This design comes from an exercise in tuning for small area and a short achievable clock period on the open sky130 flow, not from production work. RTL that was checked went through simulation tests only; none was proved equivalent to the original. No functional check of the RTL was part of runs 1 to 3. Power and IR drop assume default switching activity.

--- design.v ---
`timescale 1ns / 1ps
module LabFPGA2 #(
	parameter int WIDTH = 24,
	parameter int DIVIDER = 40
)(
	input		logic					clk_i,
										rst_i,
										en_reg_i,
										sw_reg_b_i,
										slct_op_i,
										slct_byte_i,
										slct_sb_i,
	input		logic	[3:0]			cntrl_alu_i,
	input		logic	[3:0]			op_i,
	output	logic	[3:0]			flag_o,
	output	logic	[41:0]		display_o,
	output	logic	[1:0]			counter_slct_op_o,
										counter_slct_byte_o,
	output 	logic					sb_op_o
);
	logic [23:0] reg_a, reg_b;
	logic [1:0]  counter_slct_byte, counter_slct_op;
	logic        sb_op, en_slct_sb, en_slct_byte;
	assign counter_slct_op_o   = counter_slct_op;
	assign counter_slct_byte_o = counter_slct_byte;
	assign sb_op_o             = sb_op;
	logic [3:0] btn_n;
	logic [5:0] db_cnt [4];
	logic [3:0] pulse, idle, last;
	assign btn_n = {slct_sb_i, slct_byte_i, slct_op_i, en_reg_i};
	always_ff @(posedge clk_i) begin
		for (int k = 0; k < 4; k++) begin
			if (!rst_i || last[k])               db_cnt[k] <= 6'd0;
			else if (idle[k])                    db_cnt[k] <= btn_n[k] ? 6'd0 : 6'd24;
			else db_cnt[k] <= {db_cnt[k][4:0], db_cnt[k][5] ^ db_cnt[k][4]};
		end
	end
	always_comb for (int k = 0; k < 4; k++) begin
		idle[k]  = ~|db_cnt[k][3:0];
		pulse[k] = ~db_cnt[k][0] & ~db_cnt[k][1] & ~db_cnt[k][2] & db_cnt[k][4];
		last[k]  = ~db_cnt[k][1] & db_cnt[k][2] & db_cnt[k][3] & ~db_cnt[k][4] & ~db_cnt[k][5];
	end
	wire en_reg    = pulse[0];
	wire slct_op   = pulse[1];
	wire slct_byte = pulse[2];
	wire slct_sb   = pulse[3];
	always_ff @(posedge clk_i) begin
		if (!rst_i) begin
			counter_slct_byte <= 2'd0;
			en_slct_sb        <= 1'b0;
		end else if (en_slct_byte) begin
			counter_slct_byte <= 2'd0;
		end else if (slct_byte) begin
			en_slct_sb        <= 1'b1;
			counter_slct_byte <= {counter_slct_byte[0], ~counter_slct_byte[1] & ~counter_slct_byte[0]};
		end else begin
			en_slct_sb        <= 1'b0;
		end
	end
	always_ff @(posedge clk_i) begin
		if (!rst_i) begin
			counter_slct_op <= 2'd0;
			en_slct_byte    <= 1'b0;
		end else begin
			en_slct_byte <= slct_op;
			if (slct_op)
				counter_slct_op <= {counter_slct_op[0], ~counter_slct_op[1] & ~counter_slct_op[0]};
		end
	end
	always_ff @(posedge clk_i) begin
		if (!rst_i)          sb_op <= 1'b0;
		else if (en_slct_sb) sb_op <= 1'b0;
		else if (slct_sb)    sb_op <= ~sb_op;
	end
	logic [5:0] nib_sel;
	always_comb begin
		nib_sel[0] = ~counter_slct_byte[1] & ~counter_slct_byte[0] & ~sb_op;
		nib_sel[1] = ~counter_slct_byte[1] & ~counter_slct_byte[0] &  sb_op;
		nib_sel[2] =  counter_slct_byte[0] & ~sb_op;
		nib_sel[3] =  counter_slct_byte[0] &  sb_op;
		nib_sel[4] =  counter_slct_byte[1] & ~sb_op;
		nib_sel[5] =  counter_slct_byte[1] &  sb_op;
	end
	wire we_a  = en_reg & ~counter_slct_op[0];
	wire we_b  = en_reg &  counter_slct_op[0];
	wire ld_br = we_b & sw_reg_b_i;
	logic [24:0] r;
	always_ff @(posedge clk_i) begin
		if (!rst_i) begin
			reg_a <= 24'd0;
			reg_b <= 24'd0;
		end else begin
			for (int n = 0; n < 6; n++) begin
				if (we_a & nib_sel[n])      reg_a[4*n +: 4] <= op_i;
				if (ld_br)                  reg_b[4*n +: 4] <= r[4*n +: 4];
				else if (we_b & nib_sel[n]) reg_b[4*n +: 4] <= op_i;
			end
		end
	end
	logic [23:0] a, b;
	logic [15:0] s;
	logic [24:0] shl, shr, c_add, c_sub, c_inc, c_dec;
	assign a = reg_a;
	assign b = reg_b;
	always_comb for (int k = 0; k < 16; k++) s[k] = (cntrl_alu_i == k);
	alu_dp u_dp (.a(a), .b(b), .c_add(c_add), .c_sub(c_sub), .c_inc(c_inc), .c_dec(c_dec), .shl(shl), .shr(shr));
	logic [3:0] tt;
	always_comb begin
		case (cntrl_alu_i)
			4'd0, 4'd9, 4'd10: tt = 4'b0110;    
			4'd1:              tt = 4'b1001;    
			4'd2, 4'd6:        tt = 4'b1100;    
			4'd3:              tt = 4'b0011;    
			4'd4:              tt = 4'b1000;    
			4'd7:              tt = 4'b0101;    
			4'd8:              tt = 4'b0111;    
			default:           tt = 4'b0000;
		endcase
	end
	logic [23:0] x, y;
	always_comb for (int k = 0; k < 24; k++) x[k] = tt[{a[k], b[k]}];
	assign y = ({24{s[0]}} & c_add[23:0]) | ({24{s[1]}} & c_sub[23:0])
	         | ({24{s[2]}} & c_inc[23:0]) | ({24{s[3]}} & c_dec[23:0]);
	wire r24 = (s[0] & c_add[24]) | (s[1] & ~c_sub[24]) | (s[2] & c_inc[24]) | (s[3] & ~c_dec[24])
	         | s[7] | s[8] | (s[11] & shl[24]);
	wire lt = ~c_sub[24];
	wire bit0x = (s[5] & ((|a) | (|b))) | (s[13] & lt) | (s[14] & ~lt);
	assign r = {r24, (x ^ y) | ({24{s[11]}} & shl[23:0]) | ({24{s[12]}} & shr[23:0]) | {23'd0, bit0x}};
	assign flag_o[0] = (r == 25'd0);
	assign flag_o[1] = r[23];
	assign flag_o[2] = r[24];
	assign flag_o[3] = r[24];
	logic [23:0] display;
	always_comb begin
		case (counter_slct_op)
			2'b00:   display = reg_a;
			2'b01:   display = reg_b;
			default: display = r[23:0];
		endcase
	end
	always_comb begin
		for (int i = 0; i < 6; i++) begin
			case (display[4*i +: 4])
				4'h0: display_o[7*i +: 7] = 7'b100_0000;
				4'h1: display_o[7*i +: 7] = 7'b111_1001;
				4'h2: display_o[7*i +: 7] = 7'b010_0100;
				4'h3: display_o[7*i +: 7] = 7'b011_0000;
				4'h4: display_o[7*i +: 7] = 7'b001_1001;
				4'h5: display_o[7*i +: 7] = 7'b001_0010;
				4'h6: display_o[7*i +: 7] = 7'b000_0010;
				4'h7: display_o[7*i +: 7] = 7'b111_1000;
				4'h8: display_o[7*i +: 7] = 7'b000_0000;
				4'h9: display_o[7*i +: 7] = 7'b001_1000;
				4'ha: display_o[7*i +: 7] = 7'b000_1000;
				4'hb: display_o[7*i +: 7] = 7'b000_0011;
				4'hc: display_o[7*i +: 7] = 7'b100_0110;
				4'hd: display_o[7*i +: 7] = 7'b010_0001;
				4'he: display_o[7*i +: 7] = 7'b000_0110;
				default: display_o[7*i +: 7] = 7'b000_1110;
			endcase
		end
	end
endmodule
module alu_dp (
	input  logic [23:0] a,
	input  logic [23:0] b,
	output logic [24:0] c_add,
	output logic [24:0] c_sub,
	output logic [24:0] c_inc,
	output logic [24:0] c_dec,
	output logic [24:0] shl,
	output logic [24:0] shr
);
	wire ga0 = a[0] & b[0];
	wire ga1 = a[1] & b[1];
	wire ga2 = a[2] & b[2];
	wire ga3 = a[3] & b[3];
	wire ga4 = a[4] & b[4];
	wire ga5 = a[5] & b[5];
	wire ga6 = a[6] & b[6];
	wire ga7 = a[7] & b[7];
	wire ga8 = a[8] & b[8];
	wire ga9 = a[9] & b[9];
	wire ga10 = a[10] & b[10];
	wire ga11 = a[11] & b[11];
	wire ga12 = a[12] & b[12];
	wire ga13 = a[13] & b[13];
	wire ga14 = a[14] & b[14];
	wire ga15 = a[15] & b[15];
	wire ga16 = a[16] & b[16];
	wire ga17 = a[17] & b[17];
	wire ga18 = a[18] & b[18];
	wire ga19 = a[19] & b[19];
	wire ga20 = a[20] & b[20];
	wire ga21 = a[21] & b[21];
	wire ga22 = a[22] & b[22];
	wire ga23 = a[23] & b[23];
	wire pa0 = a[0] ^ b[0];
	wire pa1 = a[1] ^ b[1];
	wire pa2 = a[2] ^ b[2];
	wire pa3 = a[3] ^ b[3];
	wire pa4 = a[4] ^ b[4];
	wire pa5 = a[5] ^ b[5];
	wire pa6 = a[6] ^ b[6];
	wire pa7 = a[7] ^ b[7];
	wire pa8 = a[8] ^ b[8];
	wire pa9 = a[9] ^ b[9];
	wire pa10 = a[10] ^ b[10];
	wire pa11 = a[11] ^ b[11];
	wire pa12 = a[12] ^ b[12];
	wire pa13 = a[13] ^ b[13];
	wire pa14 = a[14] ^ b[14];
	wire pa15 = a[15] ^ b[15];
	wire pa16 = a[16] ^ b[16];
	wire pa17 = a[17] ^ b[17];
	wire pa18 = a[18] ^ b[18];
	wire pa19 = a[19] ^ b[19];
	wire pa20 = a[20] ^ b[20];
	wire pa21 = a[21] ^ b[21];
	wire pa22 = a[22] ^ b[22];
	wire pa23 = a[23] ^ b[23];
	wire t0 = ga1 | (pa1 & ga0);
	wire t1 = pa1 & pa0;
	wire t2 = ga3 | (pa3 & ga2);
	wire t3 = pa3 & pa2;
	wire t4 = ga5 | (pa5 & ga4);
	wire t5 = pa5 & pa4;
	wire t6 = ga7 | (pa7 & ga6);
	wire t7 = pa7 & pa6;
	wire t8 = ga9 | (pa9 & ga8);
	wire t9 = pa9 & pa8;
	wire t10 = ga11 | (pa11 & ga10);
	wire t11 = pa11 & pa10;
	wire t12 = ga13 | (pa13 & ga12);
	wire t13 = pa13 & pa12;
	wire t14 = ga15 | (pa15 & ga14);
	wire t15 = pa15 & pa14;
	wire t16 = ga17 | (pa17 & ga16);
	wire t17 = pa17 & pa16;
	wire t18 = ga19 | (pa19 & ga18);
	wire t19 = pa19 & pa18;
	wire t20 = ga21 | (pa21 & ga20);
	wire t21 = pa21 & pa20;
	wire t22 = ga23 | (pa23 & ga22);
	wire t23 = pa23 & pa22;
	wire t24 = ga2 | (pa2 & t0);
	wire t25 = pa2 & t1;
	wire t26 = t2 | (t3 & t0);
	wire t27 = t3 & t1;
	wire t28 = ga6 | (pa6 & t4);
	wire t29 = pa6 & t5;
	wire t30 = t6 | (t7 & t4);
	wire t31 = t7 & t5;
	wire t32 = ga10 | (pa10 & t8);
	wire t33 = pa10 & t9;
	wire t34 = t10 | (t11 & t8);
	wire t35 = t11 & t9;
	wire t36 = ga14 | (pa14 & t12);
	wire t37 = pa14 & t13;
	wire t38 = t14 | (t15 & t12);
	wire t39 = t15 & t13;
	wire t40 = ga18 | (pa18 & t16);
	wire t41 = pa18 & t17;
	wire t42 = t18 | (t19 & t16);
	wire t43 = t19 & t17;
	wire t44 = ga22 | (pa22 & t20);
	wire t45 = pa22 & t21;
	wire t46 = t22 | (t23 & t20);
	wire t47 = t23 & t21;
	wire t48 = ga4 | (pa4 & t26);
	wire t49 = pa4 & t27;
	wire t50 = t4 | (t5 & t26);
	wire t51 = t5 & t27;
	wire t52 = t28 | (t29 & t26);
	wire t53 = t29 & t27;
	wire t54 = t30 | (t31 & t26);
	wire t55 = t31 & t27;
	wire t56 = ga12 | (pa12 & t34);
	wire t57 = pa12 & t35;
	wire t58 = t12 | (t13 & t34);
	wire t59 = t13 & t35;
	wire t60 = t36 | (t37 & t34);
	wire t61 = t37 & t35;
	wire t62 = t38 | (t39 & t34);
	wire t63 = t39 & t35;
	wire t64 = ga20 | (pa20 & t42);
	wire t65 = pa20 & t43;
	wire t66 = t20 | (t21 & t42);
	wire t67 = t21 & t43;
	wire t68 = t44 | (t45 & t42);
	wire t69 = t45 & t43;
	wire t70 = t46 | (t47 & t42);
	wire t71 = t47 & t43;
	wire t72 = ga8 | (pa8 & t54);
	wire t73 = pa8 & t55;
	wire t74 = t8 | (t9 & t54);
	wire t75 = t9 & t55;
	wire t76 = t32 | (t33 & t54);
	wire t77 = t33 & t55;
	wire t78 = t34 | (t35 & t54);
	wire t79 = t35 & t55;
	wire t80 = t56 | (t57 & t54);
	wire t81 = t57 & t55;
	wire t82 = t58 | (t59 & t54);
	wire t83 = t59 & t55;
	wire t84 = t60 | (t61 & t54);
	wire t85 = t61 & t55;
	wire t86 = t62 | (t63 & t54);
	wire t87 = t63 & t55;
	wire t88 = ga16 | (pa16 & t86);
	wire t89 = pa16 & t87;
	wire t90 = t16 | (t17 & t86);
	wire t91 = t17 & t87;
	wire t92 = t40 | (t41 & t86);
	wire t93 = t41 & t87;
	wire t94 = t42 | (t43 & t86);
	wire t95 = t43 & t87;
	wire t96 = t64 | (t65 & t86);
	wire t97 = t65 & t87;
	wire t98 = t66 | (t67 & t86);
	wire t99 = t67 & t87;
	wire t100 = t68 | (t69 & t86);
	wire t101 = t69 & t87;
	wire t102 = t70 | (t71 & t86);
	wire t103 = t71 & t87;
	wire gs0 = a[0] | ~b[0];
	wire gs1 = a[1] & ~b[1];
	wire gs2 = a[2] & ~b[2];
	wire gs3 = a[3] & ~b[3];
	wire gs4 = a[4] & ~b[4];
	wire gs5 = a[5] & ~b[5];
	wire gs6 = a[6] & ~b[6];
	wire gs7 = a[7] & ~b[7];
	wire gs8 = a[8] & ~b[8];
	wire gs9 = a[9] & ~b[9];
	wire gs10 = a[10] & ~b[10];
	wire gs11 = a[11] & ~b[11];
	wire gs12 = a[12] & ~b[12];
	wire gs13 = a[13] & ~b[13];
	wire gs14 = a[14] & ~b[14];
	wire gs15 = a[15] & ~b[15];
	wire gs16 = a[16] & ~b[16];
	wire gs17 = a[17] & ~b[17];
	wire gs18 = a[18] & ~b[18];
	wire gs19 = a[19] & ~b[19];
	wire gs20 = a[20] & ~b[20];
	wire gs21 = a[21] & ~b[21];
	wire gs22 = a[22] & ~b[22];
	wire gs23 = a[23] & ~b[23];
	wire ps0 = ~pa0;
	wire ps1 = ~pa1;
	wire ps2 = ~pa2;
	wire ps3 = ~pa3;
	wire ps4 = ~pa4;
	wire ps5 = ~pa5;
	wire ps6 = ~pa6;
	wire ps7 = ~pa7;
	wire ps8 = ~pa8;
	wire ps9 = ~pa9;
	wire ps10 = ~pa10;
	wire ps11 = ~pa11;
	wire ps12 = ~pa12;
	wire ps13 = ~pa13;
	wire ps14 = ~pa14;
	wire ps15 = ~pa15;
	wire ps16 = ~pa16;
	wire ps17 = ~pa17;
	wire ps18 = ~pa18;
	wire ps19 = ~pa19;
	wire ps20 = ~pa20;
	wire ps21 = ~pa21;
	wire ps22 = ~pa22;
	wire ps23 = ~pa23;
	wire t104 = gs1 | (ps1 & gs0);
	wire t105 = ps1 & ps0;
	wire t106 = gs3 | (ps3 & gs2);
	wire t107 = ps3 & ps2;
	wire t108 = gs5 | (ps5 & gs4);
	wire t109 = ps5 & ps4;
	wire t110 = gs7 | (ps7 & gs6);
	wire t111 = ps7 & ps6;
	wire t112 = gs9 | (ps9 & gs8);
	wire t113 = ps9 & ps8;
	wire t114 = gs11 | (ps11 & gs10);
	wire t115 = ps11 & ps10;
	wire t116 = gs13 | (ps13 & gs12);
	wire t117 = ps13 & ps12;
	wire t118 = gs15 | (ps15 & gs14);
	wire t119 = ps15 & ps14;
	wire t120 = gs17 | (ps17 & gs16);
	wire t121 = ps17 & ps16;
	wire t122 = gs19 | (ps19 & gs18);
	wire t123 = ps19 & ps18;
	wire t124 = gs21 | (ps21 & gs20);
	wire t125 = ps21 & ps20;
	wire t126 = gs23 | (ps23 & gs22);
	wire t127 = ps23 & ps22;
	wire t128 = gs2 | (ps2 & t104);
	wire t129 = ps2 & t105;
	wire t130 = t106 | (t107 & t104);
	wire t131 = t107 & t105;
	wire t132 = gs6 | (ps6 & t108);
	wire t133 = ps6 & t109;
	wire t134 = t110 | (t111 & t108);
	wire t135 = t111 & t109;
	wire t136 = gs10 | (ps10 & t112);
	wire t137 = ps10 & t113;
	wire t138 = t114 | (t115 & t112);
	wire t139 = t115 & t113;
	wire t140 = gs14 | (ps14 & t116);
	wire t141 = ps14 & t117;
	wire t142 = t118 | (t119 & t116);
	wire t143 = t119 & t117;
	wire t144 = gs18 | (ps18 & t120);
	wire t145 = ps18 & t121;
	wire t146 = t122 | (t123 & t120);
	wire t147 = t123 & t121;
	wire t148 = gs22 | (ps22 & t124);
	wire t149 = ps22 & t125;
	wire t150 = t126 | (t127 & t124);
	wire t151 = t127 & t125;
	wire t152 = gs4 | (ps4 & t130);
	wire t153 = ps4 & t131;
	wire t154 = t108 | (t109 & t130);
	wire t155 = t109 & t131;
	wire t156 = t132 | (t133 & t130);
	wire t157 = t133 & t131;
	wire t158 = t134 | (t135 & t130);
	wire t159 = t135 & t131;
	wire t160 = gs12 | (ps12 & t138);
	wire t161 = ps12 & t139;
	wire t162 = t116 | (t117 & t138);
	wire t163 = t117 & t139;
	wire t164 = t140 | (t141 & t138);
	wire t165 = t141 & t139;
	wire t166 = t142 | (t143 & t138);
	wire t167 = t143 & t139;
	wire t168 = gs20 | (ps20 & t146);
	wire t169 = ps20 & t147;
	wire t170 = t124 | (t125 & t146);
	wire t171 = t125 & t147;
	wire t172 = t148 | (t149 & t146);
	wire t173 = t149 & t147;
	wire t174 = t150 | (t151 & t146);
	wire t175 = t151 & t147;
	wire t176 = gs8 | (ps8 & t158);
	wire t177 = ps8 & t159;
	wire t178 = t112 | (t113 & t158);
	wire t179 = t113 & t159;
	wire t180 = t136 | (t137 & t158);
	wire t181 = t137 & t159;
	wire t182 = t138 | (t139 & t158);
	wire t183 = t139 & t159;
	wire t184 = t160 | (t161 & t158);
	wire t185 = t161 & t159;
	wire t186 = t162 | (t163 & t158);
	wire t187 = t163 & t159;
	wire t188 = t164 | (t165 & t158);
	wire t189 = t165 & t159;
	wire t190 = t166 | (t167 & t158);
	wire t191 = t167 & t159;
	wire t192 = gs16 | (ps16 & t190);
	wire t193 = ps16 & t191;
	wire t194 = t120 | (t121 & t190);
	wire t195 = t121 & t191;
	wire t196 = t144 | (t145 & t190);
	wire t197 = t145 & t191;
	wire t198 = t146 | (t147 & t190);
	wire t199 = t147 & t191;
	wire t200 = t168 | (t169 & t190);
	wire t201 = t169 & t191;
	wire t202 = t170 | (t171 & t190);
	wire t203 = t171 & t191;
	wire t204 = t172 | (t173 & t190);
	wire t205 = t173 & t191;
	wire t206 = t174 | (t175 & t190);
	wire t207 = t175 & t191;
	wire t208 = a[1] & a[0];
	wire t209 = a[3] & a[2];
	wire t210 = a[5] & a[4];
	wire t211 = a[7] & a[6];
	wire t212 = a[9] & a[8];
	wire t213 = a[11] & a[10];
	wire t214 = a[13] & a[12];
	wire t215 = a[15] & a[14];
	wire t216 = a[17] & a[16];
	wire t217 = a[19] & a[18];
	wire t218 = a[21] & a[20];
	wire t219 = a[23] & a[22];
	wire t220 = a[2] & t208;
	wire t221 = t209 & t208;
	wire t222 = a[6] & t210;
	wire t223 = t211 & t210;
	wire t224 = a[10] & t212;
	wire t225 = t213 & t212;
	wire t226 = a[14] & t214;
	wire t227 = t215 & t214;
	wire t228 = a[18] & t216;
	wire t229 = t217 & t216;
	wire t230 = a[22] & t218;
	wire t231 = t219 & t218;
	wire t232 = a[4] & t221;
	wire t233 = t210 & t221;
	wire t234 = t222 & t221;
	wire t235 = t223 & t221;
	wire t236 = a[12] & t225;
	wire t237 = t214 & t225;
	wire t238 = t226 & t225;
	wire t239 = t227 & t225;
	wire t240 = a[20] & t229;
	wire t241 = t218 & t229;
	wire t242 = t230 & t229;
	wire t243 = t231 & t229;
	wire t244 = a[8] & t235;
	wire t245 = t212 & t235;
	wire t246 = t224 & t235;
	wire t247 = t225 & t235;
	wire t248 = t236 & t235;
	wire t249 = t237 & t235;
	wire t250 = t238 & t235;
	wire t251 = t239 & t235;
	wire t252 = a[16] & t251;
	wire t253 = t216 & t251;
	wire t254 = t228 & t251;
	wire t255 = t229 & t251;
	wire t256 = t240 & t251;
	wire t257 = t241 & t251;
	wire t258 = t242 & t251;
	wire t259 = t243 & t251;
	wire t260 = ~a[1] & ~a[0];
	wire t261 = ~a[3] & ~a[2];
	wire t262 = ~a[5] & ~a[4];
	wire t263 = ~a[7] & ~a[6];
	wire t264 = ~a[9] & ~a[8];
	wire t265 = ~a[11] & ~a[10];
	wire t266 = ~a[13] & ~a[12];
	wire t267 = ~a[15] & ~a[14];
	wire t268 = ~a[17] & ~a[16];
	wire t269 = ~a[19] & ~a[18];
	wire t270 = ~a[21] & ~a[20];
	wire t271 = ~a[23] & ~a[22];
	wire t272 = ~a[2] & t260;
	wire t273 = t261 & t260;
	wire t274 = ~a[6] & t262;
	wire t275 = t263 & t262;
	wire t276 = ~a[10] & t264;
	wire t277 = t265 & t264;
	wire t278 = ~a[14] & t266;
	wire t279 = t267 & t266;
	wire t280 = ~a[18] & t268;
	wire t281 = t269 & t268;
	wire t282 = ~a[22] & t270;
	wire t283 = t271 & t270;
	wire t284 = ~a[4] & t273;
	wire t285 = t262 & t273;
	wire t286 = t274 & t273;
	wire t287 = t275 & t273;
	wire t288 = ~a[12] & t277;
	wire t289 = t266 & t277;
	wire t290 = t278 & t277;
	wire t291 = t279 & t277;
	wire t292 = ~a[20] & t281;
	wire t293 = t270 & t281;
	wire t294 = t282 & t281;
	wire t295 = t283 & t281;
	wire t296 = ~a[8] & t287;
	wire t297 = t264 & t287;
	wire t298 = t276 & t287;
	wire t299 = t277 & t287;
	wire t300 = t288 & t287;
	wire t301 = t289 & t287;
	wire t302 = t290 & t287;
	wire t303 = t291 & t287;
	wire t304 = ~a[16] & t303;
	wire t305 = t268 & t303;
	wire t306 = t280 & t303;
	wire t307 = t281 & t303;
	wire t308 = t292 & t303;
	wire t309 = t293 & t303;
	wire t310 = t294 & t303;
	wire t311 = t295 & t303;
	assign c_add = {t102, t100, t98, t96, t94, t92, t90, t88, t86, t84, t82, t80, t78, t76, t74, t72, t54, t52, t50, t48, t26, t24, t0, ga0, 1'b0};
	assign c_sub = {t206, t204, t202, t200, t198, t196, t194, t192, t190, t188, t186, t184, t182, t180, t178, t176, t158, t156, t154, t152, t130, t128, t104, gs0, 1'b1};
	assign c_inc = {t259, t258, t257, t256, t255, t254, t253, t252, t251, t250, t249, t248, t247, t246, t245, t244, t235, t234, t233, t232, t221, t220, t208, a[0], 1'b1};
	assign c_dec = ~{t311, t310, t309, t308, t307, t306, t305, t304, t303, t302, t301, t300, t299, t298, t297, t296, t287, t286, t285, t284, t273, t272, t260, ~a[0], 1'b1};
	wire big = |b[23:5];
	assign shl = big ? 25'd0 : ({1'b0, a} << b[4:0]);
	assign shr = big ? 25'd0 : ({1'b0, a} >> b[4:0]);
endmodule
--- constraint.sdc ---
create_clock -name core_clock -period 12.0 [get_ports {clk_i}]
set_input_delay 2.4000 -clock core_clock [delete_from_list [all_inputs] [get_ports {clk_i}]]
set_output_delay 2.4000 -clock core_clock [all_outputs]
set_load 0.01 [all_outputs]
--- flow/run.sh ---
#!/bin/bash
# Own layout flow: the standard ORFS flow (standard.sh) with
#  - the standard synthesis script (synth_recipe.tcl, hierarchical), but ABC's mapping run
#    with flow/abc_dp.script (delay oriented) on the operand datapath module alu_dp and
#    with flow/abc_area.script (area oriented) on the top module, and no full/half-adder
#    cell extraction;
#  - port buffers of type buf_2;
#  - extra ORFS settings from flow/knobs.txt (one VAR=value per line).
# The make output goes to flow_make.log; ORFS keeps each step's log under orfs/logs.
set -euo pipefail
W=$(pwd)
cat > "$W/my_synth.tcl" <<EOT
proc abc {args} {
  set i [lsearch -exact \$args -script]
  set a_top [lreplace \$args [expr {\$i+1}] [expr {\$i+1}] $W/flow/abc_area.script]
  set a_dp  [lreplace \$args [expr {\$i+1}] [expr {\$i+1}] $W/flow/abc_dp.script]
  yosys abc {*}\$a_dp alu_dp
  yosys abc {*}\$a_top LabFPGA2
}
source $W/synth_recipe.tcl
EOT
KNOBS=()
while IFS= read -r line; do
  [[ -z "$line" || "$line" == \#* ]] && continue
  KNOBS+=("$line")
done < "$W/flow/knobs.txt"
bash "$W/standard.sh" \
  "SYNTH_SCRIPT=$W/my_synth.tcl" \
  "ADDER_MAP_FILE=" \
  "BUFFER_PORTS_ARGS=-buffer_cell sky130_fd_sc_hd__buf_2" \
  "${KNOBS[@]}" \
  finish > "$W/flow_make.log" 2>&1
--- flow/abc_dp.script ---
&get -n
&st
&dch
&nf
&st
&syn2
&if -g -K 6
&synch2
&nf
&st
&syn2
&if -g -K 6
&synch2
&nf
&st
&syn2
&if -g -K 6
&synch2
&nf
&st
&syn2
&if -g -K 6
&synch2
&nf
&st
&syn2
&if -g -K 6
&synch2
&nf
&put
buffer -c
topo
stime -c
upsize -c
dnsize -c
--- config.mk ---
export PLATFORM = sky130hd
export DESIGN_NAME = LabFPGA2
export DESIGN_NICKNAME = LabFPGA2
export VERILOG_FILES = /design/flow/design.v
export SDC_FILE = /design/flow/constraint.sdc
export NUM_CORES = 4
export LEC_CHECK = 0
export CAP_MARGIN = 20
export CORE_MARGIN = 2
export CORE_UTILIZATION = 40
export SLEW_MARGIN = 20
export SYNTH_HIERARCHICAL = 1
--- standard.sh ---
#!/bin/bash
# synth_recipe.tcl (not shown) runs the flow's synth.tcl, then flattens the netlist and writes it again
# the make line also repeats each setting of config.mk as NAME=value (left out here)
make -C /OpenROAD-flow-scripts/flow DESIGN_CONFIG=/design/flow/config.mk WORK_HOME=/design/flow/orfs CLKGATE_MAP_FILE= SYNTH_SCRIPT=/design/flow/synth_recipe.tcl "${@:-finish}"
--- flow/abc_area.script ---
strash
&get -n
&st
&dch -f
&nf -R 1000 -p
&put
mfs2
strash
&get -n
&dch -f
&nf -R 1000 -p
&put
topo
stime -c
buffer -c
upsize -c
dnsize -c
--- flow/knobs.txt ---
ABC_AREA=1
SETUP_SLACK_MARGIN=5
==> flow_metrics.py, run 1 <==
metrics = {
    "clock_network": {
        "cts_buffer_depth": 2,
        "cts_max_level": 3,
        "cts_tree": "done",
        "clock-sinks": 79,
        "cts_root_buf": "clkbuf_16",
        "clk_pin_slew_ns": 0.07,
        "cts_hold_buf": 0,
        "cts_made_buffers": 9,
        "clk_latency_ns": 0.34,
    },
    "pwr": {
        "power_density_mw_per_mm2": 106.2,
        "p_total_mw": 1.431,
        "power_switching_mw": 0.6310,
        "p_int_mw": 0.7998,
        "clockPowerShare_pct": 18.8,
        "p_seq_share_pct": 20.9,
        "vdd_drop_max_uv": 83.95,
        "sw_frac_of_total_pct": 44.10,
        "combPwrFrac_pct": 60.3,
        "p_leak_nw": 5.217,
    },
    "die": {
        "dieArea_mm2": 0.02745,
        "die_width_um": 165.7,
        "row_count": 59,
        "die_h_um": 165.7,
        "core_mm2": 0.02584,
        "ios": 66,
        "start_util_pct": 40.47,
    },
    "synthesis": {
        "ys_warn_count": 8,
        "syn_inst": 1489,
        "syn_area_mm2": 0.01046,
        "avgSynthCellArea_um2": 7.022,
    },
    "drt": {
        "wl_mm": 43.12,
        "drt_iter0_drc": 2029,
        "drtPass1Iterations": 8,
        "ant_nets": 0,
        "via_per_inst": 6.494,
        "route.detailed.drc": 0,
        "vias": 12240,
        "wl_per_cell_um": 22.87,
    },
    "global_route": {
        "grt.busiest_layer": "met2",
        "overflow": 0,
        "grt_util_all_layers_pct": 28.50,
        "gr-usage-met1_pct": 38.02,
        "grt_use_met2_pct": 44.47,
        "grt_max_degree": 70,
        "antenna_found_initial": 0,
        "grt_pass1_vias": 10940,
        "gr-usage-met3_pct": 6.308,
        "grt_pass1_wl_mm": 62.99,
    },
    "layout": {
        "nets": 1560,
        "final_cell_area_mm2": 0.01347,
        "syn2layout_area_growth_pct": 28.86,
        "antenna_cells": 0,
        "fin_cells": 1885,
        "final_layout_size_suffix_gt1_share_pct": 34.39,
    },
    "hold_path": {
        "worstHoldEndpoint": "sb_op",
        "hold_path_depth": 1,
        "hold_class": "reg2reg",
        "hp-start": "en_slct_sb",
    },
    "timing": {
        "skew_ns": 0.007179,
        "slew_headroom_pct": 32.30,
        "fin_setup_tns_ns": 0,
        "rsz0062_at_grt": "yes",
        "fin_crit_sh_pct": 64.71,
        "worstMarginPinSlew_ns": 1.016,
        "finalHoldViolCount": 0,
        "setup_viol": 0,
        "fin_crit_ns": 7.766,
        "fmax_ghz": 0.1288,
        "fin_hold_ws_ns": 0.4164,
        "drv_slew": 0,
    },
    "placement": {
        "io_buffers": 65,
        "dp.cells": 1736,
        "routabilityCongestion": 0.9678,
        "place_area_mm2": 0.01093,
        "dp_hpwl_mm": 27.62,
    },
    "status": {
        "run_status": "complete, no violations",
    },
    "run": {
        "maxCapViolCount": 0,
    },
    "critical_path": {
        "path_max_fanout": 7,
        "timing.rr.start": "reg_a[4]",
        "startpoint_type": "primary input",
        "crit_arrival_ns": 5.37,
        "critPathCaptureType": "output port",
        "critPathKind": "in2out",
        "critPathRequiredTime_ns": 9.60,
        "rr_worst_depth": 17,
        "timing.rr.end": "reg_b[18]",
        "rrSetupSlack_ns": 7.73,
    },
}
[metal layers]
layer	vias up	share of wire, %
met5	-	0
met4	0	4.9
met3	169	11
met2	818	44
met1	5756	40
li1	5499	-
[power groups by stage]
stage | clock network [mW] | registers [mW] | logic, mW
floorplan | 0 | 0.292 | 0.510
global placement | 0 | 0.306 | 0.620
detailed placement | 0 | 0.306 | 0.623
CTS | 0.272 | 0.302 | 0.742
global route | 0.286 | 0.300 | 0.911
finish | 0.269 | 0.299 | 0.863
[worst max path at each step]
stage,slack (ns),depth (start not counted),end,start
finish,4.23,18,display_o[28],cntrl_alu_i[0]
global placement,3.22,15,display_o[4],cntrl_alu_i[0]
CTS,4.38,15,display_o[10],cntrl_alu_i[0]
floorplan,4.68,12,display_o[36],cntrl_alu_i[1]
detailed placement,3.50,15,display_o[4],cntrl_alu_i[0]
global route,4.11,15,display_o[35],cntrl_alu_i[1]
[worst max-delay path: stages]
cell and delay [ns]:
buf_12 0.10, or2_4 0.15, a21oi_4 0.07, buf_6 0.13
nor2_4 0.15, buf_12 0.14, buf_6 0.09, nor2_4 0.04
buf_6 0.11, mux4_2 0.49, xnor2_2 0.16, a221o_2 0.38
nand2b_4 0.17, o221ai_4 0.13, nand2b_4 0.22, nand2_1 0.08
a32o_1 0.21, buf_2 0.14
[through the flow]
stage	setup WS, ns	utilization [%]
global route	4.106	52.15
finish	4.234	52.15
CTS	4.381	48.42
global placement	3.222	42.27
floorplan	4.681	-
detailed placement	3.497	42.31
[area by class of cell]
type	instances	area (um2)
clock inverters	7	70.07
flip-flops and latches	79	1628
well taps	335	419.2
clock buffers	9	225.2
inverters	50	187.7
multi-input cells	1182	9119
repair buffers	223	1826
fillers	2424	12360
[flip-flops by register name, summed over array words and instances (netlist names)]
register and flops:
db_cnt 24, reg_a 24, reg_b 24, counter_slct_byte 2, counter_slct_op 2, en_slct_byte 1
en_slct_sb 1, sb_op 1
[cells in the final DEF (no fill, tap or decap), types with 13 or more instances in the layout]
cell type	count
a22oi_1	16
nor4_1	17
o21ai_2	14
a31oi_1	19
nand2b_4	19
inv_1	44
maj3_1	27
xor2_1	23
a21oi_2	16
a21oi_1	57
a222oi_1	19
o21ai_0	94
dfxtp_1	58
nor2b_1	13
o21a_1	21
buf_6	35
and2_1	18
and3_1	18
buf_2	59
o221ai_4	17
mux2i_1	33
nand2_2	20
nand2_1	135
buf_4	115
nand2b_1	22
nand3_1	24
dfxtp_2	13
mux4_2	38
nor2_1	176
[repair_timing]
action	CTS	global route
gates cloned	6	4
buffers inserted	76	47
pin swaps	37	65
resized for setup	139	131
endpoints found under the setup margin	46	46
==> inputs of run 2 (changes only) <==
--- a/design.v
+++ b/design.v
@@ -103,6 +103,7 @@
 	assign a = reg_a;
 	assign b = reg_b;
 	always_comb for (int k = 0; k < 16; k++) s[k] = (cntrl_alu_i == k);
+	wire big = |b[23:5];
 	alu_dp u_dp (.a(a), .b(b), .c_add(c_add), .c_sub(c_sub), .c_inc(c_inc), .c_dec(c_dec), .shl(shl), .shr(shr));
 	logic [3:0] tt;
 	always_comb begin
@@ -122,10 +123,10 @@
 	assign y = ({24{s[0]}} & c_add[23:0]) | ({24{s[1]}} & c_sub[23:0])
 	         | ({24{s[2]}} & c_inc[23:0]) | ({24{s[3]}} & c_dec[23:0]);
 	wire r24 = (s[0] & c_add[24]) | (s[1] & ~c_sub[24]) | (s[2] & c_inc[24]) | (s[3] & ~c_dec[24])
-	         | s[7] | s[8] | (s[11] & shl[24]);
+	         | s[7] | s[8] | (s[11] & ~big & shl[24]);
 	wire lt = ~c_sub[24];
 	wire bit0x = (s[5] & ((|a) | (|b))) | (s[13] & lt) | (s[14] & ~lt);
-	assign r = {r24, (x ^ y) | ({24{s[11]}} & shl[23:0]) | ({24{s[12]}} & shr[23:0]) | {23'd0, bit0x}};
+	assign r = {r24, (x ^ y) | ({24{s[11] & ~big}} & shl[23:0]) | ({24{s[12] & ~big}} & shr[23:0]) | {23'd0, bit0x}};
 	assign flag_o[0] = (r == 25'd0);
 	assign flag_o[1] = r[23];
 	assign flag_o[2] = r[24];
@@ -583,7 +584,6 @@
 	assign c_sub = {t206, t204, t202, t200, t198, t196, t194, t192, t190, t188, t186, t184, t182, t180, t178, t176, t158, t156, t154, t152, t130, t128, t104, gs0, 1'b1};
 	assign c_inc = {t259, t258, t257, t256, t255, t254, t253, t252, t251, t250, t249, t248, t247, t246, t245, t244, t235, t234, t233, t232, t221, t220, t208, a[0], 1'b1};
 	assign c_dec = ~{t311, t310, t309, t308, t307, t306, t305, t304, t303, t302, t301, t300, t299, t298, t297, t296, t287, t286, t285, t284, t273, t272, t260, ~a[0], 1'b1};
-	wire big = |b[23:5];
-	assign shl = big ? 25'd0 : ({1'b0, a} << b[4:0]);
-	assign shr = big ? 25'd0 : ({1'b0, a} >> b[4:0]);
+	assign shl = {1'b0, a} << b[4:0];
+	assign shr = {1'b0, a} >> b[4:0];
 endmodule
==> flow/knobs.txt (replaced) <==
ABC_AREA=1
SETUP_SLACK_MARGIN=4
==> run 2 against run 1 <==
  * Critical endpoint is now flag_o[0]
  * Final area decreased by 15%
  * Register-to-register slack got worse by 0.68 ns
  * Count of clock-buffer cells in the layout is the same
  * Still clean on timing, DRC and antenna
  * Global-route usage decreased by 1.9 points
  * Core utilization shrank 8.4 points
  * Die area grew 1.8%
  * Clock skew grew 0.0071 ns
  * Clock power rose by 3%
  * Synthesized area rose by 1.8%
  * Routed wire length is 9.2% lower
  * Combinational power down 31%
==> flow_metrics.py, run 2 <==
metrics = {
    "synthesis": {
        "avgSynthCellArea_um2": 7.111,
        "ys_warn_count": 8,
        "syn_area_mm2": 0.01065,
        "syn_inst": 1497,
    },
    "layout": {
        "antenna_cells": 0,
        "top_regs": "db_cnt (24), reg_a (24), reg_b (24)",
        "final_layout_size_suffix_gt1_share_pct": 20.83,
        "layout_commonest_cell": "nor2_1",
        "final_cell_mix": "nor2_1, nand2_1, a21oi_1, o21ai_0, dfxtp_1",
        "nets": 1455,
        "syn2layout_area_growth_pct": 7.028,
        "final_cell_area_mm2": 0.01139,
    },
    "critical_path": {
        "critPathCaptureType": "output port",
        "critPathRequiredTime_ns": 9.60,
        "path_max_fanout": 5,
        "startpoint_type": "flop",
        "critPathKind": "reg2out",
        "crit_arrival_ns": 5.62,
    },
    "placement": {
        "routabilityCongestion": 0.9711,
        "io_buffers": 65,
        "dp_hpwl_mm": 27.70,
        "place_area_mm2": 0.01047,
    },
    "pwr": {
        "vdd_drop_max_uv": 120.2,
        "power_density_mw_per_mm2": 102.6,
        "p_leak_nw": 4.513,
        "p_total_mw": 1.168,
    },
    "clock_network": {
        "cts_made_buffers": 9,
        "cts_buffer_depth": 2,
        "cts_tree": "done",
        "clock-sinks": 79,
        "cts_max_level": 3,
        "clk_pin_slew_ns": 0.07,
        "cts_hold_buf": 0,
        "clk_latency_ns": 0.36,
        "cts_root_buf": "clkbuf_16",
    },
    "drt": {
        "wl_per_cell_um": 21.99,
        "ant_nets": 0,
        "wl_mm": 39.14,
        "vias": 11640,
        "via_per_inst": 6.540,
        "drtPass1Iterations": 10,
        "route.detailed.drc": 0,
        "drt_iter0_drc": 1700,
    },
    "die": {
        "die_width_um": 167.1,
        "core_mm2": 0.02606,
        "dieArea_mm2": 0.02793,
        "start_util_pct": 40.85,
        "die_h_um": 167.1,
        "row_count": 59,
        "ios": 66,
    },
    "run": {
        "maxCapViolCount": 0,
    },
    "global_route": {
        "grt_pass1_vias": 10410,
        "antenna_found_initial": 0,
        "grt_max_degree": 72,
        "grt_pass1_wl_mm": 59.56,
        "overflow": 0,
        "grt_util_all_layers_pct": 26.64,
    },
    "timing": {
        "rsz0062_at_grt": "yes",
        "skew_ns": 0.01424,
        "fin_crit_ns": 8.023,
        "fin_setup_tns_ns": 0,
        "slew_headroom_pct": 11.39,
        "setup_viol": 0,
        "drv_slew": 0,
        "fmax_ghz": 0.1246,
        "fin_crit_sh_pct": 66.86,
        "finalHoldViolCount": 0,
        "worstMarginPinSlew_ns": 1.329,
    },
    "hold_path": {
        "hold_class": "reg2reg",
    },
    "status": {
        "run_status": "complete, no violations",
    },
}
-- run 2: cell type report --
cell class / instances / area [um2]
clock inverters: 7 / 62.56
well taps: 335 / 419.2
flip-flops and latches: 79 / 1608
multi-input cells: 1193 / 8153
clock buffers: 9 / 225.2
repair buffers: 120 / 787.0
inverters: 37 / 138.9
fillers: 2682 / 14670
-- run 2: worst max-delay path, cell delays in order (launching register included) --
cell and delay, ns:
dfxtp_4 0.35, buf_12 0.12, or4_4 0.48, or3_4 0.36
nand2b_4 0.15, or3_4 0.34, or4_4 0.44, or3_4 0.34
nand2b_4 0.16, or4_4 0.45, or4_4 0.46, or3_1 0.34
nand2_2 0.09, a21oi_2 0.06, a21oi_1 0.15, nand2_2 0.15
nor4b_2 0.32, nand4_1 0.19, nor2_2 0.16, buf_2 0.15
-- run 2: path summary, 6_finish.rpt --
| path | from | to | slack [ns] | cells after the start |
|---|---|---|---|---|
| setup / recovery | reg_a[1] | flag_o[0] | 3.98 | 19 |
| hold / removal | en_slct_sb | sb_op | 0.41 | 1 |
| setup reg to reg | reg_a[1] | reg_b[23] | 7.05 | 18 |
| hold reg to reg | en_slct_sb | sb_op | 0.41 | 1 |
-- run 2: routing by layer --
layer	GRT usage, %	wire length (um)
met1	36.27	15700
met2	42.12	17840
met3	3.876	4019
met4	11.67	1584
met5	0	0
-- run 2: what timing repair did --
item	in CTS	in global routing
resized for setup	36	64
endpoints found under the setup margin	33	33
cloned	0	1
pin swaps	4	12
buffers inserted	5	23
-- run 2: through the flow --
step	hold slack (ns)	instances	utilization, %	worst slack (ns)
global route	0.4289	1780	43.72	3.892
floorplan	0.3929	1499	-	4.627
detailed placement	0.4080	1735	40.18	3.552
global placement	0.4089	1735	40.18	3.566
finish	0.4127	1780	43.72	3.977
CTS	0.4100	1756	42.01	3.997
-- run 2: where the power goes --
part / internal (mW) / total, mW / switching (mW) / leakage, nW
sequential: 0.273 / 0.297 / 0.0234 / 0.649
clock: 0.146 / 0.276 / 0.131 / 0.145
combinational: 0.244 / 0.596 / 0.352 / 3.72
==> inputs of run 3 (changes only) <==
==> flow/knobs.txt (replaced) <==
ABC_AREA=1
SETUP_SLACK_MARGIN=4
CORE_UTILIZATION=65
CTS_BUF_LIST=sky130_fd_sc_hd__clkbuf_8
CTS_CLUSTER_SIZE=40
==> run 3 against run 2 <==
  * Combinational power about the same
  * Synthesized cell count unchanged
  * Synthesized area unchanged
  * Count of clock-buffer cells in the layout unchanged
  * Core utilization increased by 26 points
  * Final area decreased by 1.8%
  * Sequential share of layout area increased by 0.38 points
==> flow_metrics.py, run 3 <==
metrics = {
    "critical_path": {
        "max_stage_delay_ns": 0.52,
        "startpoint_type": "flop",
        "path_max_fanout": 8,
        "critPathKind": "reg2out",
        "critPathRequiredTime_ns": 9.60,
        "path_cells": "buf_8 > or4_4 > or3_4 > nand2b_4 > or3_4 > or4_4 > or3_4 > nand2b_4 > or4_4 > or4_4 > or4_1 > nor2b_1 > nor3_1 > a221oi_1 > nand3_1 > nor3_1 > nand3_1 > nor2_2 > buf_2",
        "cp_slowest_cell": "or4_1",
        "crit_arrival_ns": 5.59,
        "critPathCaptureType": "output port",
        "cpMostUsedCell": "or4_4",
        "crit_family": "simple AND/OR/NAND/NOR gates",
        "critical_path_buf_inv_count": 2,
        "rrSetupSlack_ns": 7.12,
    },
    "pwr": {
        "power_switching_mw": 0.4972,
        "vdd_drop_max_uv": 88.97,
        "p_seq_share_pct": 26.1,
        "combPwrFrac_pct": 52.5,
        "p_total_mw": 1.136,
        "p_leak_nw": 4.504,
        "power_density_mw_per_mm2": 101.6,
        "p_int_mw": 0.6392,
        "clockPowerShare_pct": 21.3,
        "sw_frac_of_total_pct": 43.76,
    },
    "clock_network": {
        "clk_pin_slew_ns": 0.10,
        "cts_root_buf": "clkbuf_8",
        "clock-sinks": 79,
        "cts_buffer_depth": 2,
        "cts_made_buffers": 9,
        "cts_hold_buf": 0,
        "cts_tree": "done",
        "cts_max_level": 3,
        "clk_latency_ns": 0.38,
    },
    "die": {
        "row_count": 46,
        "dieArea_mm2": 0.01742,
        "core_mm2": 0.01594,
        "die_width_um": 132.0,
        "die_h_um": 132.0,
        "start_util_pct": 66.77,
        "ios": 66,
    },
    "timing": {
        "skew_ns": 0.01358,
        "fin_crit_sh_pct": 66.62,
        "slew_headroom_pct": 13.64,
        "drv_slew": 0,
        "setup_viol": 0,
        "finalHoldViolCount": 0,
        "fmax_ghz": 0.1251,
        "fin_setup_tns_ns": 0,
        "worstMarginPinSlew_ns": 1.295,
        "fin_crit_ns": 7.994,
        "rsz0062_at_grt": "yes",
    },
    "hold_path": {
        "hold_class": "reg2reg",
    },
    "layout": {
        "final_layout_size_suffix_gt1_share_pct": 20.65,
        "antenna_cells": 0,
        "nets": 1458,
        "layout_commonest_cell": "nor2_1",
        "seq_area_mm2": 0.001622,
        "multi_input_area_mm2": 0.008115,
        "syn2layout_area_growth_pct": 5.090,
        "top_regs": "db_cnt (24), reg_a (24), reg_b (24)",
        "nFillCells": 1399,
        "final_cell_mix": "nor2_1, nand2_1, a21oi_1",
    },
    "drt": {
        "vias": 12120,
        "via_per_inst": 7.284,
        "ant_nets": 0,
        "drtPass1Iterations": 11,
        "route.detailed.drc": 0,
        "wl_per_cell_um": 23.44,
        "wl_mm": 39.00,
        "drt_iter0_drc": 2033,
    },
    "placement": {
        "routabilityCongestion": 1.005,
        "dp_hpwl_mm": 26.83,
        "io_buffers": 65,
    },
    "global_route": {
        "grt_pass1_wl_mm": 58.55,
        "grt_max_degree": 70,
        "antenna_found_initial": 0,
        "grt_util_all_layers_pct": 41.93,
        "overflow": 0,
        "grt_pass1_vias": 10460,
    },
    "synthesis": {
        "syn_area_mm2": 0.01065,
        "avgSynthCellArea_um2": 7.111,
        "ys_warn_count": 8,
        "syn_inst": 1497,
    },
    "run": {
        "maxCapViolCount": 0,
    },
    "status": {
        "run_status": "complete, no violations",
    },
}
==> run 3: cell type report <==
cell class	instances	share of cell area, %
Multi-Input combinational cell	1193	72.54
Sequential cell	79	14.50
Timing Repair Buffer	123	7.203
Tap cell	216	2.416
Inverter	37	1.241
Clock buffer	9	1.107
Clock inverter	7	0.9954
==> run 3: what timing repair did <==
item	CTS	global route
pin swaps	5	9
gates cloned	0	1
buffers inserted	8	23
setup endpoints to repair	35	34
resized for setup	28	64
==> run 3: metrics by stage <==
| stage | setup WS, ns | hold slack [ns] | instance area [um2] | cells | utilization [%] |
|---|---|---|---|---|---|
| after detailed placement | 3.662 | 0.4354 | 10320 | 1616 | 64.74 |
| after CTS | 3.980 | 0.4491 | 10710 | 1640 | 67.15 |
| after global routing | 3.930 | 0.4798 | 11190 | 1664 | 70.17 |
| after floorplan | 4.627 | 0.3929 | 10650 | 1499 | - |
| final | 4.006 | 0.4447 | 11190 | 1664 | 70.17 |
| after global placement | 3.798 | 0.4149 | 10320 | 1616 | 64.74 |
==> run 3: power groups by stage <==
stage	Clock, mW	Sequential [mW]	Combinational [mW]
floorplan	0	0.293	0.423
detailed placement	0	0.307	0.514
global placement	0	0.306	0.511
CTS	0.240	0.299	0.527
finish	0.242	0.297	0.597
global route	0.251	0.299	0.634
==> run 3: final timing paths <==
path,startpoint,cells past startpoint,endpoint
worst max-delay path,reg_a[0],19,flag_o[0]
worst min-delay path,en_slct_sb,1,sb_op
worst max register to register,reg_a[0],19,reg_b[22]
worst min register to register,en_slct_sb,1,sb_op
==> run 3: per-layer routing <==
metal | up-vias | track usage [%] | share of wire, %
met5 | - | 0 | 0
met4 | 0 | 25.12 | 7.3
met2 | 956 | 64.99 | 44
met1 | 5592 | 53.95 | 36
li1 | 5330 | - | -
met3 | 242 | 8.458 | 13
==> inputs of run 4 (changes only) <==
--- a/design.v
+++ b/design.v
@@ -98,69 +98,13 @@
 		end
 	end
 	logic [23:0] a, b;
-	logic [15:0] s;
 	logic [24:0] shl, shr, c_add, c_sub, c_inc, c_dec;
 	assign a = reg_a;
 	assign b = reg_b;
-	always_comb for (int k = 0; k < 16; k++) s[k] = (cntrl_alu_i == k);
-	wire big = |b[23:5];
 	alu_dp u_dp (.a(a), .b(b), .c_add(c_add), .c_sub(c_sub), .c_inc(c_inc), .c_dec(c_dec), .shl(shl), .shr(shr));
-	logic [3:0] tt;
-	always_comb begin
-		case (cntrl_alu_i)
-			4'd0, 4'd9, 4'd10: tt = 4'b0110;    
-			4'd1:              tt = 4'b1001;    
-			4'd2, 4'd6:        tt = 4'b1100;    
-			4'd3:              tt = 4'b0011;    
-			4'd4:              tt = 4'b1000;    
-			4'd7:              tt = 4'b0101;    
-			4'd8:              tt = 4'b0111;    
-			default:           tt = 4'b0000;
-		endcase
-	end
-	logic [23:0] x, y;
-	always_comb for (int k = 0; k < 24; k++) x[k] = tt[{a[k], b[k]}];
-	assign y = ({24{s[0]}} & c_add[23:0]) | ({24{s[1]}} & c_sub[23:0])
-	         | ({24{s[2]}} & c_inc[23:0]) | ({24{s[3]}} & c_dec[23:0]);
-	wire r24 = (s[0] & c_add[24]) | (s[1] & ~c_sub[24]) | (s[2] & c_inc[24]) | (s[3] & ~c_dec[24])
-	         | s[7] | s[8] | (s[11] & ~big & shl[24]);
-	wire lt = ~c_sub[24];
-	wire bit0x = (s[5] & ((|a) | (|b))) | (s[13] & lt) | (s[14] & ~lt);
-	assign r = {r24, (x ^ y) | ({24{s[11] & ~big}} & shl[23:0]) | ({24{s[12] & ~big}} & shr[23:0]) | {23'd0, bit0x}};
-	assign flag_o[0] = (r == 25'd0);
-	assign flag_o[1] = r[23];
-	assign flag_o[2] = r[24];
-	assign flag_o[3] = r[24];
-	logic [23:0] display;
-	always_comb begin
-		case (counter_slct_op)
-			2'b00:   display = reg_a;
-			2'b01:   display = reg_b;
-			default: display = r[23:0];
-		endcase
-	end
-	always_comb begin
-		for (int i = 0; i < 6; i++) begin
-			case (display[4*i +: 4])
-				4'h0: display_o[7*i +: 7] = 7'b100_0000;
-				4'h1: display_o[7*i +: 7] = 7'b111_1001;
-				4'h2: display_o[7*i +: 7] = 7'b010_0100;
-				4'h3: display_o[7*i +: 7] = 7'b011_0000;
-				4'h4: display_o[7*i +: 7] = 7'b001_1001;
-				4'h5: display_o[7*i +: 7] = 7'b001_0010;
-				4'h6: display_o[7*i +: 7] = 7'b000_0010;
-				4'h7: display_o[7*i +: 7] = 7'b111_1000;
-				4'h8: display_o[7*i +: 7] = 7'b000_0000;
-				4'h9: display_o[7*i +: 7] = 7'b001_1000;
-				4'ha: display_o[7*i +: 7] = 7'b000_1000;
-				4'hb: display_o[7*i +: 7] = 7'b000_0011;
-				4'hc: display_o[7*i +: 7] = 7'b100_0110;
-				4'hd: display_o[7*i +: 7] = 7'b010_0001;
-				4'he: display_o[7*i +: 7] = 7'b000_0110;
-				default: display_o[7*i +: 7] = 7'b000_1110;
-			endcase
-		end
-	end
+	alu_out u_out (.cntrl_alu_i(cntrl_alu_i), .a(a), .b(b), .view(counter_slct_op),
+		.c_add(c_add), .c_sub(c_sub), .c_inc(c_inc), .c_dec(c_dec), .shl(shl), .shr(shr),
+		.r(r), .flag_o(flag_o), .display_o(display_o));
 endmodule
 module alu_dp (
 	input  logic [23:0] a,
@@ -587,3 +531,78 @@
 	assign shl = {1'b0, a} << b[4:0];
 	assign shr = {1'b0, a} >> b[4:0];
 endmodule
+module alu_out (
+	input  logic [3:0]  cntrl_alu_i,
+	input  logic [23:0] a,
+	input  logic [23:0] b,
+	input  logic [1:0]  view,
+	input  logic [24:0] c_add,
+	input  logic [24:0] c_sub,
+	input  logic [24:0] c_inc,
+	input  logic [24:0] c_dec,
+	input  logic [24:0] shl,
+	input  logic [24:0] shr,
+	output logic [24:0] r,
+	output logic [3:0]  flag_o,
+	output logic [41:0] display_o
+);
+	logic [15:0] s;
+	always_comb for (int k = 0; k < 16; k++) s[k] = (cntrl_alu_i == k);
+	wire big = |b[23:5];
+	logic [3:0] tt;
+	always_comb begin
+		case (cntrl_alu_i)
+			4'd0, 4'd9, 4'd10: tt = 4'b0110;    
+			4'd1:              tt = 4'b1001;    
+			4'd2, 4'd6:        tt = 4'b1100;    
+			4'd3:              tt = 4'b0011;    
+			4'd4:              tt = 4'b1000;    
+			4'd7:              tt = 4'b0101;    
+			4'd8:              tt = 4'b0111;    
+			default:           tt = 4'b0000;
+		endcase
+	end
+	logic [23:0] x, y;
+	always_comb for (int k = 0; k < 24; k++) x[k] = tt[{a[k], b[k]}];
+	assign y = ({24{s[0]}} & c_add[23:0]) | ({24{s[1]}} & c_sub[23:0])
+	         | ({24{s[2]}} & c_inc[23:0]) | ({24{s[3]}} & c_dec[23:0]);
+	wire r24 = (s[0] & c_add[24]) | (s[1] & ~c_sub[24]) | (s[2] & c_inc[24]) | (s[3] & ~c_dec[24])
+	         | s[7] | s[8] | (s[11] & ~big & shl[24]);
+	wire lt = ~c_sub[24];
+	wire bit0x = (s[5] & ((|a) | (|b))) | (s[13] & lt) | (s[14] & ~lt);
+	assign r = {r24, (x ^ y) | ({24{s[11] & ~big}} & shl[23:0]) | ({24{s[12] & ~big}} & shr[23:0]) | {23'd0, bit0x}};
+	assign flag_o[0] = (r == 25'd0);
+	assign flag_o[1] = r[23];
+	assign flag_o[2] = r[24];
+	assign flag_o[3] = r[24];
+	logic [23:0] display;
+	always_comb begin
+		case (view)
+			2'b00:   display = a;
+			2'b01:   display = b;
+			default: display = r[23:0];
+		endcase
+	end
+	always_comb begin
+		for (int i = 0; i < 6; i++) begin
+			case (display[4*i +: 4])
+				4'h0: display_o[7*i +: 7] = 7'b100_0000;
+				4'h1: display_o[7*i +: 7] = 7'b111_1001;
+				4'h2: display_o[7*i +: 7] = 7'b010_0100;
+				4'h3: display_o[7*i +: 7] = 7'b011_0000;
+				4'h4: display_o[7*i +: 7] = 7'b001_1001;
+				4'h5: display_o[7*i +: 7] = 7'b001_0010;
+				4'h6: display_o[7*i +: 7] = 7'b000_0010;
+				4'h7: display_o[7*i +: 7] = 7'b111_1000;
+				4'h8: display_o[7*i +: 7] = 7'b000_0000;
+				4'h9: display_o[7*i +: 7] = 7'b001_1000;
+				4'ha: display_o[7*i +: 7] = 7'b000_1000;
+				4'hb: display_o[7*i +: 7] = 7'b000_0011;
+				4'hc: display_o[7*i +: 7] = 7'b100_0110;
+				4'hd: display_o[7*i +: 7] = 7'b010_0001;
+				4'he: display_o[7*i +: 7] = 7'b000_0110;
+				default: display_o[7*i +: 7] = 7'b000_1110;
+			endcase
+		end
+	end
+endmodule
==> flow/run.sh (replaced) <==
#!/bin/bash
# Own layout flow: the standard ORFS flow (standard.sh) with
#  - the standard synthesis script (synth_recipe.tcl, hierarchical), but ABC's mapping run
#    per module: flow/abc_dp.script on the operand datapath alu_dp, flow/abc_out.script
#    on the result/display logic alu_out and flow/abc_area.script on the top module;
#    no full/half-adder cell extraction;
#  - port buffers of type buf_2;
#  - extra ORFS settings from flow/knobs.txt (one VAR=value per line).
# The make output goes to flow_make.log; ORFS keeps each step's log under orfs/logs.
set -euo pipefail
W=$(pwd)
cat > "$W/my_synth.tcl" <<EOT
proc abc {args} {
  set i [lsearch -exact \$args -script]
  set j [expr {\$i + 1}]
  yosys abc {*}[lreplace \$args \$j \$j $W/flow/abc_dp.script] alu_dp
  yosys abc {*}[lreplace \$args \$j \$j $W/flow/abc_out.script] alu_out
  yosys abc {*}[lreplace \$args \$j \$j $W/flow/abc_area.script] LabFPGA2
}
source $W/synth_recipe.tcl
EOT
KNOBS=()
while IFS= read -r line; do
  [[ -z "$line" || "$line" == \#* ]] && continue
  KNOBS+=("$line")
done < "$W/flow/knobs.txt"
bash "$W/standard.sh" \
  "SYNTH_SCRIPT=$W/my_synth.tcl" \
  "ADDER_MAP_FILE=" \
  "BUFFER_PORTS_ARGS=-buffer_cell sky130_fd_sc_hd__buf_2" \
  "${KNOBS[@]}" \
  finish > "$W/flow_make.log" 2>&1
==> flow/abc_dp.script (replaced) <==
strash
dch
map
topo
stime -c
buffer -c
upsize -c
dnsize -c
==> flow/abc_out.script (new file) <==
strash
&get -n
&st
&dch -f
&nf -R 1000 -p
&put
mfs2
strash
&get -n
&dch -f
&nf -R 1000 -p
&put
topo
stime -c
buffer -c
upsize -c
dnsize -c
==> flow/knobs.txt (replaced) <==
ABC_AREA=1
SETUP_SLACK_MARGIN=4
==> run 4 against run 3 <==
  * Synthesized area is 0.76% higher
  * Combinational power is 15% lower
  * Still clean on timing, DRC and antenna
  * Critical path type is now in2out
  * Clock skew is 0.0067 ns lower
  * Worst setup slack better by 0.071 ns
  * Global-route usage is 14 points lower
  * Via count is 4.4% higher
  * Final area is 1.5% higher
  * Power is 4.3% lower
  * Clock power is 15% higher
==> flow_metrics.py, run 4 <==
metrics = {
    "status": {
        "run_status": "complete, no violations",
    },
    "timing": {
        "worstMarginPinSlew_ns": 1.129,
        "skew_ns": 0.006925,
        "setup_viol": 0,
        "rsz0062_at_grt": "no",
        "fmax_ghz": 0.1262,
        "fin_crit_sh_pct": 66.02,
        "fin_setup_tns_ns": 0,
        "finalHoldViolCount": 0,
        "drv_slew": 0,
        "fin_crit_ns": 7.923,
        "slew_headroom_pct": 24.33,
    },
    "placement": {
        "dp.cells": 1962,
        "io_buffers": 65,
        "place_area_mm2": 0.01064,
        "routabilityCongestion": 1.012,
        "dp_hpwl_mm": 30.21,
    },
    "drt": {
        "ant_nets": 0,
        "vias": 12650,
        "wl_mm": 42.29,
        "drtPass1Iterations": 7,
        "wl_per_cell_um": 21.10,
        "via_per_inst": 6.312,
        "drt_iter0_drc": 1797,
        "route.detailed.drc": 0,
    },
    "die": {
        "start_util_pct": 40.93,
        "core_mm2": 0.02621,
        "dieArea_mm2": 0.02814,
        "row_count": 59,
        "ios": 66,
        "die_h_um": 167.8,
        "die_width_um": 167.8,
    },
    "layout": {
        "antenna_cells": 0,
        "syn2layout_area_growth_pct": 5.902,
        "layout_commonest_cell": "nand2_1",
        "top_regs": "db_cnt (24), reg_a (24), reg_b (24)",
        "final_layout_size_suffix_gt1_share_pct": 13.30,
        "nFillCells": 2798,
        "fin_cells": 2004,
        "nets": 1679,
        "final_cell_area_mm2": 0.01136,
        "final_cell_mix": "nand2_1, nor2_1, o21ai_0",
    },
    "clock_network": {
        "cts_tree": "done",
        "cts_hold_buf": 0,
        "clk_latency_ns": 0.35,
        "cts_buffer_depth": 2,
        "clk_pin_slew_ns": 0.07,
        "cts_root_buf": "clkbuf_16",
        "clock-sinks": 79,
        "cts_max_level": 3,
        "cts_made_buffers": 9,
    },
    "critical_path": {
        "critPathRequiredTime_ns": 9.60,
        "critPathKind": "in2out",
        "max_stage_delay_ns": 0.60,
        "path_max_fanout": 9,
        "path_cells": "buf_4 > inv_4 > nand2_4 > nor2_2 > a21oi_1 > nor2_1 > a211oi_1 > o31ai_1 > a211oi_2 > inv_1 > nor4_1 > nand4_1 > nor2_1 > and3_1 > buf_2",
        "cp_slowest_cell": "a21oi_1",
        "cpMostUsedCell": "nor2_1",
        "rrSetupSlack_ns": 7.79,
        "crit_arrival_ns": 5.52,
        "startpoint_type": "primary input",
        "critPathCaptureType": "output port",
    },
    "global_route": {
        "grt_max_degree": 74,
        "grt_pass1_vias": 11170,
        "antenna_found_initial": 0,
        "grt_util_all_layers_pct": 28.42,
        "grt_pass1_wl_mm": 63.37,
        "overflow": 0,
    },
    "pwr": {
        "vdd_drop_max_uv": 100.2,
        "power_switching_mw": 0.4895,
        "combPwrFrac_pct": 46.9,
        "p_int_mw": 0.5977,
        "p_seq_share_pct": 27.6,
        "sw_frac_of_total_pct": 45.02,
        "p_leak_nw": 4.713,
        "clockPowerShare_pct": 25.5,
        "power_density_mw_per_mm2": 95.71,
    },
    "synthesis": {
        "syn_inst": 1718,
        "avgSynthCellArea_um2": 6.244,
        "syn_area_mm2": 0.01073,
        "ys_warn_count": 9,
    },
    "run": {
        "maxCapViolCount": 0,
    },
    "hold_path": {
        "hold_class": "reg2reg",
    },
}
run 4: layout make-up:
type | count | area [um2] | share of cell area [%]
Clock buffer | 9 | 225.2 | 1.983
Clock inverter | 7 | 72.57 | 0.6388
Multi-Input combinational cell | 1364 | 7983 | 70.27
Sequential cell | 79 | 1585 | 13.96
Tap cell | 335 | 419.2 | 3.690
Timing Repair Buffer | 110 | 694.4 | 6.113
Inverter | 100 | 380.4 | 3.348
run 4: final timing paths:
check                       from         to  cells after the start
setup / recovery  cntrl_alu_i[0]  flag_o[0]                     15
hold / removal        en_slct_sb      sb_op                      1
setup reg to reg        reg_b[2]  reg_b[22]                     13
hold reg to reg       en_slct_sb      sb_op                      1
run 4: power by group through the flow:
stage	combinational, mW	clock [mW]	sequential, mW
6_report	0.509	0.278	0.300
2_1_floorplan	0.387	0	0.292
5_1_grt	0.551	0.292	0.301
3_3_place_gp	0.462	0	0.305
4_1_cts	0.476	0.281	0.299
3_5_place_dp	0.466	0	0.305
run 4: metal layers:
metal	part of all wire, %	routed length, um	GRT usage (%)
met1	39	16320	36.46
met2	44	18710	45.53
met3	11	4547	5.649
met4	6.4	2716	13.99
met5	0	0	0
run 4: timing repair:
item,CTS,global route
gates resized for setup,10,38
cloned,1,5
setup buffers,13,7
pin swaps,8,13
setup endpoints to repair,42,35
run 4: metrics by stage:
step	hold WS (ns)	worst slack, ns	power [mW]	util (%)
after floorplan	0.3924	4.169	0.6789	-
after global placement	0.4080	3.479	0.7663	40.61
after detailed placement	0.4143	3.360	0.7705	40.61
after CTS	0.4268	3.962	1.057	42.33
after global routing	0.4405	4.004	1.144	43.35
final	0.4232	4.077	1.087	43.35
run 4: worst max-delay path, delay by kind of cell:
family	cells	cell delay [ns]
buf+inv	4	0.56
compound gates	4	1.51
simple gates	7	1.04

==> afterwards: timing with drivers on the ports <==
How much do the figures lean on ideal ports? The routed layouts below were timed once more, with nothing changed but the port constraints. Step 1 (the two cells are an assumption about what drives the block):
set clk [get_ports {clk_i}]
set_driving_cell -lib_cell sky130_fd_sc_hd__clkbuf_16 $clk
set_driving_cell -lib_cell sky130_fd_sc_hd__buf_2 [delete_from_list [all_inputs] $clk]
Step 2, shift: input delay + t, output delay - t, t = (earliest + latest rising clock arrival at the registers) / 2. This alone moves slack from input paths to output paths. Three values: no drivers, after step 1, after step 2; two values: the first two.
| run | t (ns) | slack for setup (ns) | latest minus earliest clock arrival (ns) |
|---|---|---|---|
| run 1 | 0.370 | 4.234 / 4.167 / 4.167 | 0.007 / 0.007 |
| run 2 | 0.399 | 3.977 / 3.930 / 4.116 | 0.014 / 0.014 |
| run 3 | 0.413 | 4.006 / 3.967 / 4.118 | 0.013 / 0.013 |
| run 4 | 0.384 | 4.077 / 4.054 / 4.054 | 0.007 / 0.007 |
After both steps setup and hold are still met in every run listed. For run 1, which loses most, drivers alone change the setup slack by -0.067 ns; drivers and shift together by -0.067 ns.
